From an optimization exercise on the open Yosys and OpenROAD flow, aimed at small area; shortcuts taken in it are not production practice. In this exercise RTL edits were held to simulation tests only and were not proved equivalent to the original. No activity file was given, so power comes from the tool's default toggle rates.

===== flow/constraint.sdc =====
create_clock -name core_clock -period 15.0 [get_ports {clk}]
set_input_delay 3.0000 -clock core_clock [delete_from_list [all_inputs] [get_ports {clk}]]
set_output_delay 3.0000 -clock core_clock [all_outputs]
set_load 0.01 [all_outputs]

===== flow/config.mk =====
export PLATFORM = sky130hd
export DESIGN_NAME = riscv32i_cpu
export DESIGN_NICKNAME = riscv32i_cpu
export VERILOG_FILES = /design/flow/design.v
export SDC_FILE = /design/flow/constraint.sdc
export NUM_CORES = 4
export LEC_CHECK = 0
export CAP_MARGIN = 20
export CORE_MARGIN = 2
export CORE_UTILIZATION = 40
export SETUP_SLACK_MARGIN = 1.0
export SLEW_MARGIN = 20

===== flow/run.sh =====
#!/bin/bash
# synth_recipe.tcl (not shown) runs the flow's synth.tcl, then flattens the netlist and writes it again
# the make line also repeats each setting of config.mk as NAME=value (left out here)
make -C /OpenROAD-flow-scripts/flow DESIGN_CONFIG=/design/flow/config.mk WORK_HOME=/design/flow/orfs CLKGATE_MAP_FILE= SYNTH_SCRIPT=/design/flow/synth_recipe.tcl finish

===== flow/design.v =====
`timescale 1ns / 1ps
module adder #(parameter WIDTH = 32) (
    input       [WIDTH-1:0] a, b,
    output      [WIDTH-1:0] sum
);
assign sum = a + b;
endmodule
`timescale 1ns / 1ps
module mux2 #(parameter WIDTH = 8) (
    input       [WIDTH-1:0] d0, d1,
    input       sel,
    output      [WIDTH-1:0] y
);
assign y = sel ? d1 : d0;
endmodule
`timescale 1ns / 1ps
module mux4 #(parameter WIDTH = 8) (
    input       [WIDTH-1:0] d0, d1, d2, d3,
    input       [1:0] sel,
    output      [WIDTH-1:0] y
);
assign y = sel[1] ? (sel[0] ? d3 : d2) : (sel[0] ? d1 : d0);
endmodule
`timescale 1ns / 1ps
module reset_ff #(parameter WIDTH = 8) (
    input       clk, rst,
    input       stall_en,
    input       [WIDTH-1:0] d,
    output reg  [WIDTH-1:0] q
);
always @(posedge clk) begin
    if (rst) q <= 0;
    else if (!stall_en) q <= d;
end
endmodule
`timescale 1ns / 1ps
module imm_extend (
    input  [31:7]     instr,
    input  [ 1:0]     immsrc,
    output reg [31:0] immext
);
always @(*) begin
    case(immsrc)
        2'b00:   immext = {{20{instr[31]}}, instr[31:20]};
        2'b01:   immext = {{20{instr[31]}}, instr[31:25], instr[11:7]};
        2'b10:   immext = {{20{instr[31]}}, instr[7], instr[30:25], instr[11:8], 1'b0};
        2'b11:   immext = {{12{instr[31]}}, instr[19:12], instr[20], instr[30:21], 1'b0};
        default: immext = 32'bx;  
    endcase
end
endmodule
`timescale 1ns / 1ps
module reg_file #(parameter DATA_WIDTH = 32) (
    input       clk,
    input       wr_en, stall_en,
    input       [4:0] rd_addr1, rd_addr2, wr_addr,
    input       [DATA_WIDTH-1:0] wr_data,
    output      [DATA_WIDTH-1:0] rd_data1, rd_data2
);
reg [DATA_WIDTH-1:0] reg_file_arr [0:31];
always @(posedge clk) begin
    if (wr_en && !stall_en) reg_file_arr[wr_addr] <= wr_data;
end
assign rd_data1 = ( rd_addr1 != 0 ) ? reg_file_arr[rd_addr1] : 0;
assign rd_data2 = ( rd_addr2 != 0 ) ? reg_file_arr[rd_addr2] : 0;
endmodule
`timescale 1ns / 1ps
module alu #(parameter WIDTH = 32) (
    input signed [WIDTH-1:0] a, b,        
    input        [3:0] alu_ctrl,          
    output reg   [WIDTH-1:0] alu_out,     
    output       zero, overflow           
);
wire unsigned [WIDTH-1:0] ua = a;          
wire unsigned [WIDTH-1:0] ub = b;          
always @(*) begin
    case (alu_ctrl)
        4'b0000:  alu_out = a + b;           
        4'b0001:  alu_out = a + ~b + 1;      
        4'b0010:  alu_out = a & b;           
        4'b0011:  alu_out = a | b;           
        4'b0100:  alu_out = a ^ b;           
        4'b0101:  begin                       
                     if (a[31] != b[31]) alu_out = a[31] ? 1 : 0;
                     else alu_out = overflow;
                 end
        4'b0110:  alu_out = overflow;        
        4'b0111:  alu_out = a << b[4:0];     
        4'b1000:  alu_out = a >> b[4:0];     
        4'b1001:  alu_out = a >>> b[4:0];    
        default:  alu_out = 0;
    endcase
end
assign overflow = (ua < ub) ? 1'b1 : 1'b0;
assign zero = (alu_out == 0) ? 1'b1 : 1'b0;
endmodule
`timescale 1ns / 1ps
module alu_decoder (
    input            opb5,
    input [2:0]      funct3,
    input            funct7b5,
    input [1:0]      ALUOp,
    output reg [3:0] ALUControl
);
always @(*) begin
    case (ALUOp)
        2'b00: ALUControl = 4'b0000;              
        2'b01: ALUControl = 4'b0001;              
        default:
            case (funct3)  
                3'b000: begin
                    if   (funct7b5 & opb5) ALUControl = 4'b0001;  
                    else ALUControl = 4'b0000;  
                end
                3'b001:  ALUControl = 4'b0111;  
                3'b010:  ALUControl = 4'b0101;  
                3'b011:  ALUControl = 4'b0110;  
                3'b100:  ALUControl = 4'b0100;  
                3'b101:  begin
                    if   (funct7b5) ALUControl = 4'b1001;  
                    else ALUControl = 4'b1000;  
                end
                3'b110:  ALUControl = 4'b0011;  
                3'b111:  ALUControl = 4'b0010;  
                default: ALUControl = 4'bxxxx;  
            endcase
    endcase
end
endmodule
`timescale 1ns / 1ps
module main_decoder (
    input  [6:0] op,
    input  [2:0] funct3,
    input        Zero, ALUR31, Overflow,
    output [1:0] ResultSrc,
    output       MemWrite, Branch, ALUSrc,
    output       RegWrite, Jump, Jalr,
    output [1:0] ImmSrc,
    output [1:0] ALUOp
);
reg [10:0] controls;
reg TakeBranch;
always @(*) begin
    TakeBranch = 0;
    casez (op)
        7'b0000011: controls = 11'b1_00_1_0_01_00_0_0;  
        7'b0100011: controls = 11'b0_01_1_1_00_00_0_0;  
        7'b0110011: controls = 11'b1_xx_0_0_00_10_0_0;  
        7'b1100011: begin  
            controls = 11'b0_10_0_0_00_01_0_0;
            case (funct3)
                3'b000: TakeBranch =      Zero;  
                3'b001: TakeBranch =     !Zero;  
                3'b100: TakeBranch =    ALUR31;  
                3'b101: TakeBranch =   !ALUR31;  
                3'b110: TakeBranch =  Overflow;  
                3'b111: TakeBranch = !Overflow;  
            endcase
        end
        7'b0010011: controls = 11'b1_00_1_0_00_10_0_0;  
        7'b1101111: controls = 11'b1_11_0_0_10_00_1_0;  
        7'b1100111: controls = 11'b1_00_1_0_10_00_0_1;  
        7'b0?10111: controls = 11'b1_xx_x_0_11_xx_0_0;  
        default:    controls = 11'bx_xx_x_x_xx_xx_x_x;  
    endcase
end
assign Branch = TakeBranch;
assign {RegWrite, ImmSrc, ALUSrc, MemWrite, ResultSrc, ALUOp, Jump, Jalr} = controls;
endmodule
`timescale 1ns / 1ps
module controller (
    input [6:0]  op,
    input [2:0]  funct3,
    input        funct7b5,
    input        Zero, ALUR31, Overflow,
    output       [1:0] ResultSrc,
    output       MemWrite,
    output       PCSrc, ALUSrc,
    output       RegWrite, Jump, Jalr,
    output [1:0] ImmSrc,
    output [3:0] ALUControl
);
wire [1:0] ALUOp;
wire       Branch;
main_decoder    md (op, funct3, Zero, ALUR31, Overflow, ResultSrc, MemWrite, Branch,
                    ALUSrc, RegWrite, Jump, Jalr, ImmSrc, ALUOp);
alu_decoder     ad (op[5], funct3, funct7b5, ALUOp, ALUControl);
assign PCSrc = Branch | Jump;
endmodule
`timescale 1ns / 1ps
module datapath (
    input         clk, reset,
    input         Stall,
    input [1:0]   ResultSrc,
    input         PCSrc, ALUSrc,
    input         RegWrite,
    input [1:0]   ImmSrc,
    input [3:0]   ALUControl,
    input         Jalr,
    output        Zero, ALUR31, Overflow,
    output [31:0] PC,
    input  [31:0] Instr,
    output [31:0] Mem_WrAddr, Mem_WrData,
    input  [31:0] ReadData,
    output [31:0] Result
);
wire [31:0] PCNext, PCPlus4, PCTarget, AuiPC, UIResult, JalrNext;
wire [31:0] ImmExt, SrcA, SrcB, WriteData, ALUResult;
reset_ff #(32) pcreg(clk, reset, Stall, PCNext, PC);
adder          pcadd4(PC, 32'd4, PCPlus4);
adder          pcaddbranch(PC, ImmExt, PCTarget);
mux2 #(32)     pcmux(PCPlus4, PCTarget, PCSrc, JalrNext);
mux2 #(32)     jalrmux(JalrNext, ALUResult, Jalr, PCNext);
reg_file       rf (clk, RegWrite && !reset, Stall, Instr[19:15], Instr[24:20], Instr[11:7], Result, SrcA, WriteData);
imm_extend     ext (Instr[31:7], ImmSrc, ImmExt);
mux2 #(32)     srcbmux(WriteData, ImmExt, ALUSrc, SrcB);
alu            alu (SrcA, SrcB, ALUControl, ALUResult, Zero, Overflow);
adder #(32)    auipc({Instr[31:12], 12'b0}, PC, AuiPC);
mux2 #(32)     uiresult(AuiPC, {Instr[31:12], 12'b0}, Instr[5], UIResult);
mux4 #(32)     resultmux(ALUResult, ReadData, PCPlus4, UIResult, ResultSrc, Result);
assign ALUR31 = (SrcA[31] != SrcB[31]) ? SrcA[31] : ALUResult[31];
assign Mem_WrData = WriteData;
assign Mem_WrAddr = ALUResult;
endmodule
`timescale 1ns / 1ps
module riscv_cpu (
    input         clk, reset,
    input         Stall,
    output [31:0] PC,
    input  [31:0] Instr,
    output        MemWrite,
    output [31:0] Mem_WrAddr, Mem_WrData,
    input  [31:0] ReadData,
    output [31:0] Result
);
wire        ALUSrc, RegWrite, Jump, Jalr, Zero, ALUR31, Overflow;
wire [1:0]  ResultSrc, ImmSrc;
wire [3:0]  ALUControl;
controller  c   (Instr[6:0], Instr[14:12], Instr[30], Zero, ALUR31, Overflow,
                ResultSrc, MemWrite, PCSrc, ALUSrc, RegWrite, Jump, Jalr,
                ImmSrc, ALUControl);
datapath    dp  (clk, reset, Stall, ResultSrc, PCSrc,
                ALUSrc, RegWrite, ImmSrc, ALUControl, Jalr,
                Zero, ALUR31, Overflow, PC, Instr, Mem_WrAddr, Mem_WrData, ReadData, Result);
endmodule
`timescale 1ns / 1ps
module data_mem #(parameter DATA_WIDTH = 32, ADDR_WIDTH = 32, MEM_SIZE = 64) (
    input       clk,
    input       wr_en,
    input       stall_en,
    input [2:0] funct3,
    input       [ADDR_WIDTH-1:0] wr_addr, wr_data,
    output reg  [DATA_WIDTH-1:0] rd_data_mem
);
reg [DATA_WIDTH-1:0] data_ram [0:MEM_SIZE-1];
wire [ADDR_WIDTH-1:0] word_addr = wr_addr[DATA_WIDTH-1:2] % 64;
always @(posedge clk) begin
    if (wr_en && !stall_en) begin
        case (funct3)
            3'b000: begin  
                case(wr_addr[1:0])
                    2'b00: data_ram[word_addr][ 7: 0] = wr_data[7:0];
                    2'b01: data_ram[word_addr][15: 8] = wr_data[7:0];
                    2'b10: data_ram[word_addr][23:16] = wr_data[7:0];
                    2'b11: data_ram[word_addr][31:24] = wr_data[7:0];
                endcase
            end
            3'b001: begin  
                case(wr_addr[1])
                    1'b0: data_ram[word_addr][15: 0] = wr_data[15:0];
                    1'b1: data_ram[word_addr][31:16] = wr_data[15:0];
                endcase
            end
            3'b010: data_ram[word_addr] <= wr_data;  
        endcase
    end
end
always @(*) begin
    rd_data_mem = 0;
    begin
        case (funct3)
            3'b000: begin  
                case (wr_addr[1:0])
                    2'b00: rd_data_mem = {{24{data_ram[word_addr][ 7]}}, data_ram[word_addr][ 7: 0]};
                    2'b01: rd_data_mem = {{24{data_ram[word_addr][15]}}, data_ram[word_addr][15: 8]};
                    2'b10: rd_data_mem = {{24{data_ram[word_addr][23]}}, data_ram[word_addr][23:16]};
                    2'b11: rd_data_mem = {{24{data_ram[word_addr][31]}}, data_ram[word_addr][31:24]};
                endcase
            end
            3'b001: begin  
                case (wr_addr[1])
                    1'b0: rd_data_mem = {{16{data_ram[word_addr][15]}}, data_ram[word_addr][15: 0]};
                    1'b1: rd_data_mem = {{16{data_ram[word_addr][31]}}, data_ram[word_addr][31:16]};
                endcase
            end
            3'b100: begin  
                case (wr_addr[1:0])
                    2'b00: rd_data_mem = {24'b0, data_ram[word_addr][ 7: 0]};
                    2'b01: rd_data_mem = {24'b0, data_ram[word_addr][15: 8]};
                    2'b10: rd_data_mem = {24'b0, data_ram[word_addr][23:16]};
                    2'b11: rd_data_mem = {24'b0, data_ram[word_addr][31:24]};
                endcase
            end
            3'b101: begin  
                case (wr_addr[1])
                    1'b0: rd_data_mem = {16'b0, data_ram[word_addr][15: 0]};
                    1'b1: rd_data_mem = {16'b0, data_ram[word_addr][31:16]};
                endcase
            end
            3'b010: rd_data_mem = data_ram[word_addr];  
        endcase
    end
end
endmodule
`timescale 1ns / 1ps
module riscv32i_cpu (
    input         clk, reset,
    input         Stall,
    input  [31:0] Instr,
    input         Ext_MemWrite,
    input  [31:0] Ext_WriteData, Ext_DataAdr,
    output        MemWrite,
    output [31:0] WriteData, DataAdr, ReadData,
    output [31:0] PC, Result
);
wire [31:0] DataAdr_rv32, WriteData_rv32;
wire        MemWrite_rv32;
riscv_cpu rvcpu    (clk, reset, Stall, PC, Instr,
                    MemWrite_rv32, DataAdr_rv32,
                    WriteData_rv32, ReadData, Result);
wire [2:0] MemFunct3 = reset ? 3'b010 : Instr[14:12];
data_mem  datamem  (clk, MemWrite, Stall, MemFunct3, DataAdr, WriteData, ReadData);
assign MemWrite  = reset ? Ext_MemWrite : MemWrite_rv32;
assign WriteData = (Ext_MemWrite && reset) ? Ext_WriteData : WriteData_rv32;
assign DataAdr   = reset ? Ext_DataAdr : DataAdr_rv32;
endmodule

==> summary.txt <==
Status
  • Status: no timing/DRC/antenna violations

STA
  • Fin crit share: 95.8%
  • Worst-Margin Slew: 1.39 ns
  • Clock Skews: 0.0895 ns
  • Fin. max-slew vios: 0
  • Setup TNS: 0 ns
  • Minimum clock period: 14.37 ns
  • Max frequency: 0.0696 GHz
  • Max-slew headroom: 7.36%
  • Final setup vio count: 0
  • Final hold vios: 0
  • RSZ-0062 raised after global routing: yes

Final layout
  • Layout area overhead: 20.7%
  • Share of layout cells above drive strength 1: 23.9%
  • Nets: 11900
  • Post-Route Utilization: 48.4%
  • Filler cells: 31200

Drt
  • Post-DR wirelength/cell: 39.5 um
  • DRC violations left: 0
  • TritonRoute pass-1 iters: 6
  • Via count: 110000
  • Antenna-violating nets left: 0
  • Vias/cell: 6.59
  • Initial DRC count: 16500
  • WL final: 659 mm

Setup path
  • Crit. End Element: output pin
  • Max incr delay on CP: 0.69 ns
  • Kind of critical path: primary input to output pin
  • Worst-path fanout max: 26
  • Startpoint Class: primary input
  • Critical path's most frequent cell: buf_4
  • Worst EP required: 12.00 ns
  • CP arrival: 11.37 ns
  • Crit path max-delay cell type: o21ai_0
  • Reg2Reg Depth: 45

Worst hold path
  • Worst Hold Class: flip-flop to flip-flop
  • Hold Path Stages: 2

Floorplanning
  • Chip width: 606 um
  • Die ar.: 367000 sq um
  • Core area: 361000 sq um
  • Top Ports: 261
  • Initial Util: 40.1%
  • Std cell rows: 221
  • Die H: 606 um

Pwr
  • P per Cell Area: 139 nW/um^2
  • Leakage: 0.0590 uW
  • Max IR drop VDD: 0.126 mV

Synthesis
  • Seq/Total Area, Yosys: 64.1%
  • Mapped Area: 145000 sq um
  • Syn nets: 10700
  • Cell count after synthesis: 10500
  • Synth Area per Inst: 13.8 sq um
  • Ys async rst share: 0%
  • Flip-flop and latch count after synthesis: 3104
  • Yosys warns: 8
  • Ys flop type: edfxtp_1
  • Synth cell types: 131
  • Post-synth EDFFs: 3072

CTS
  • CTS buffer count: 328
  • Post-CTS Hold Buffers: 0
  • CTS tree: done
  • Sink Count: 3104
  • Clock-pin slew on the worst setup and hold paths: 0.06 ns
  • Worst skew pair latency: 0.99 ns
  • CTS H-Tree Depth: 5
  • Clk root buf: clkbuf_16
  • Max clock buf depth: 4

Placement
  • Detailed placement HPWL: 450 mm
  • Port-buffer cells: 260
  • GPL Wtd Cong: 1.07

Global route
  • First-pass GRT wire length: 886 mm
  • Initial antenna violation count: 42
  • Largest net degree at the start of global routing: 91
  • GRT overflow: 0
  • GRT Util Overall: 35.0%
  • Vias in the first global route: 105000

Flow run
  • Max Cap Viol: 0
## sequential cells by signal, indices dropped and copies added (netlist names)
signal and count:
rvcpu.dp.pcreg.q 32, datamem.data_ram 2048, rvcpu.dp.rf.reg_file_arr 1024
## layer usage
metal | wire length, um | vias to the layer above | track usage [%]
met5 | 132 | - | 0
met4 | 58000 | 20 | 25.3
met3 | 69100 | 1885 | 7.09
met2 | 295000 | 8043 | 53.9
met1 | 237000 | 56300 | 44.0
li1 | - | 43800 | -
## metrics by stage
| stage | power (uW) | instance area (sq um) | instances | setup slack, ns | hold WS, ns |
|---|---|---|---|---|---|
| after detailed placement | 15900 | 161000 | 16000 | -1.18 | 0.605 |
| final | 24300 | 175000 | 16700 | 0.632 | 0.610 |
| after CTS | 24000 | 174000 | 16600 | 0.921 | 0.611 |
| after global routing | 24700 | 175000 | 16700 | 0.738 | 0.642 |
| after global placement | 15900 | 161000 | 16000 | -1.41 | 0.594 |
| after floorplan | 12600 | 145000 | 10500 | 0.851 | 0.518 |
## path summary, 6_finish.rpt
check | start | end | slack [ns]
setup / recovery | Instr[15] | Result[19] | 0.63
setup reg to reg | rvcpu.dp.rf.reg_file_arr[15][0] | rvcpu.dp.pcreg.q[2] | 4.54
hold / removal | rvcpu.dp.pcreg.q[27] | rvcpu.dp.pcreg.q[27] | 0.61
hold reg to reg | rvcpu.dp.pcreg.q[27] | rvcpu.dp.pcreg.q[27] | 0.61
## power breakdown
part           total (uW)  internal (uW)  switching [uW]
Sequential           9910           9890            19.8
Clock                8000           4480            3520
Combinational        6380           2150            4230
## worst max-delay path: cells and delay by family
family	cells	cell delay [ns]
buffers and inverters	14	2.70
and+or+nand+nor	2	0.86
muxes	4	1.21
AOI/OAI and AO/OA	12	3.35
## what timing repair did
item                                    4_1_cts  5_1_grt
pin swaps                                    56       68
endpoints found under the setup margin       64       62
gates cloned                                 12        8
gates resized for setup                     281      239
buffers inserted                             71       49
## cell usage in the layout (no fill, tap or decap), types with 67 or more instances in the layout
cell type	Yosys	routed
nor3_1	148	130
mux2i_1	399	395
o22ai_1	422	412
edfxtp_1	3072	3072
nand3_1	302	294
a31oi_1	124	118
buf_12	4	134
buf_6	47	67
nand2_1	1054	1039
nor2_1	922	838
buf_4	84	1107
o21ai_0	387	362
a211oi_1	117	106
a22oi_1	100	99
mux4_2	445	445
inv_1	160	147
clkbuf_16	0	339
o221ai_1	124	107
ha_1	149	143
mux2_2	100	98
a21oi_1	349	334
clkdlybuf4s50_1	0	185
o211ai_1	168	168
## cell families after synthesis
| group | count (synthesis) | synth area share, % |
|---|---|---|
| flip-flops | 3104 | 64.1 |
| AND/OR/NAND/NOR | 2823 | 8.57 |
| XOR/XNOR | 81 | 0.490 |
| AO/OA/AOI/OAI | 2441 | 11.7 |
| adder cells (fa/ha/maj) | 153 | 1.34 |
| buffers and inverters | 930 | 3.19 |
| multiplexers | 959 | 10.7 |
## cells in the mapped netlist (36+ instances only)
| cell type | number | area [sq um] |
|---|---|---|
| a31oi_1 | 124 | 776 |
| buf_2 | 222 | 1110 |
| nand3_1 | 302 | 1510 |
| o22ai_1 | 422 | 2640 |
| mux2i_1 | 399 | 3990 |
| nor4_1 | 39 | 244 |
| a21o_1 | 43 | 323 |
| o21ai_0 | 387 | 1940 |
| buf_4 | 84 | 631 |
| a211oi_1 | 117 | 878 |
| o211ai_1 | 168 | 1260 |
| clkbuf_1 | 291 | 1090 |
| inv_1 | 160 | 601 |
| o221ai_1 | 124 | 1090 |
| nand2_1 | 1054 | 3960 |
| nand2b_1 | 47 | 294 |
| buf_1 | 99 | 372 |
| a21oi_1 | 349 | 1750 |
| ha_1 | 149 | 1860 |
| buf_6 | 47 | 529 |
| edfxtp_1 | 3072 | 92200 |
| o21ai_1 | 36 | 180 |
| nor2_1 | 922 | 3460 |
| and3_1 | 57 | 357 |
| o22a_1 | 46 | 403 |
| nand4_1 | 53 | 332 |
| mux4_2 | 445 | 10000 |
| xnor2_1 | 60 | 526 |
| o31ai_1 | 40 | 300 |
| a22oi_1 | 100 | 751 |
| mux2_2 | 100 | 1130 |
| nor3_1 | 148 | 741 |
| a221oi_1 | 54 | 473 |
## final cells by class
class	count	area, sq um	share of cell area [%]
multi-input combinational	6457	49800	28.5
sequential	3104	92900	53.1
timing repair inverter	1	8.76	0.00501
antenna	24	60.1	0.0343
tap	4794	6000	3.43
inverter	172	684	0.391
timing repair buffer	1589	15200	8.71
clock buffer	392	8510	4.87
clock inverter	179	1760	1.01

-- afterwards: timing with drivers on the ports --
Ports are ideal in the flow. The routed layout listed here was re-timed in OpenROAD. Step 1, drivers: a clkbuf_16 drives clk and a buf_2 each remaining input, both assumed. Step 2, shift: input delay + t, output delay - t, t = (earliest + latest rising clock arrival at the registers) / 2. This alone moves slack from input paths to output paths. Slacks: ideal ports / drivers / drivers and shift; pairs: ideal ports / drivers.
t (ns): 1.042
slack for setup (ns): 0.632 / 0.469 / 0.469
hold WS [ns]: 0.610 / 0.610 / 0.610
worst setup path at the end: input to output
pins driven straight from the clock port: 1
After both steps setup and hold are still met in this run. The setup slack of this run moves by -0.163 ns with the drivers and by -0.163 ns with both steps.
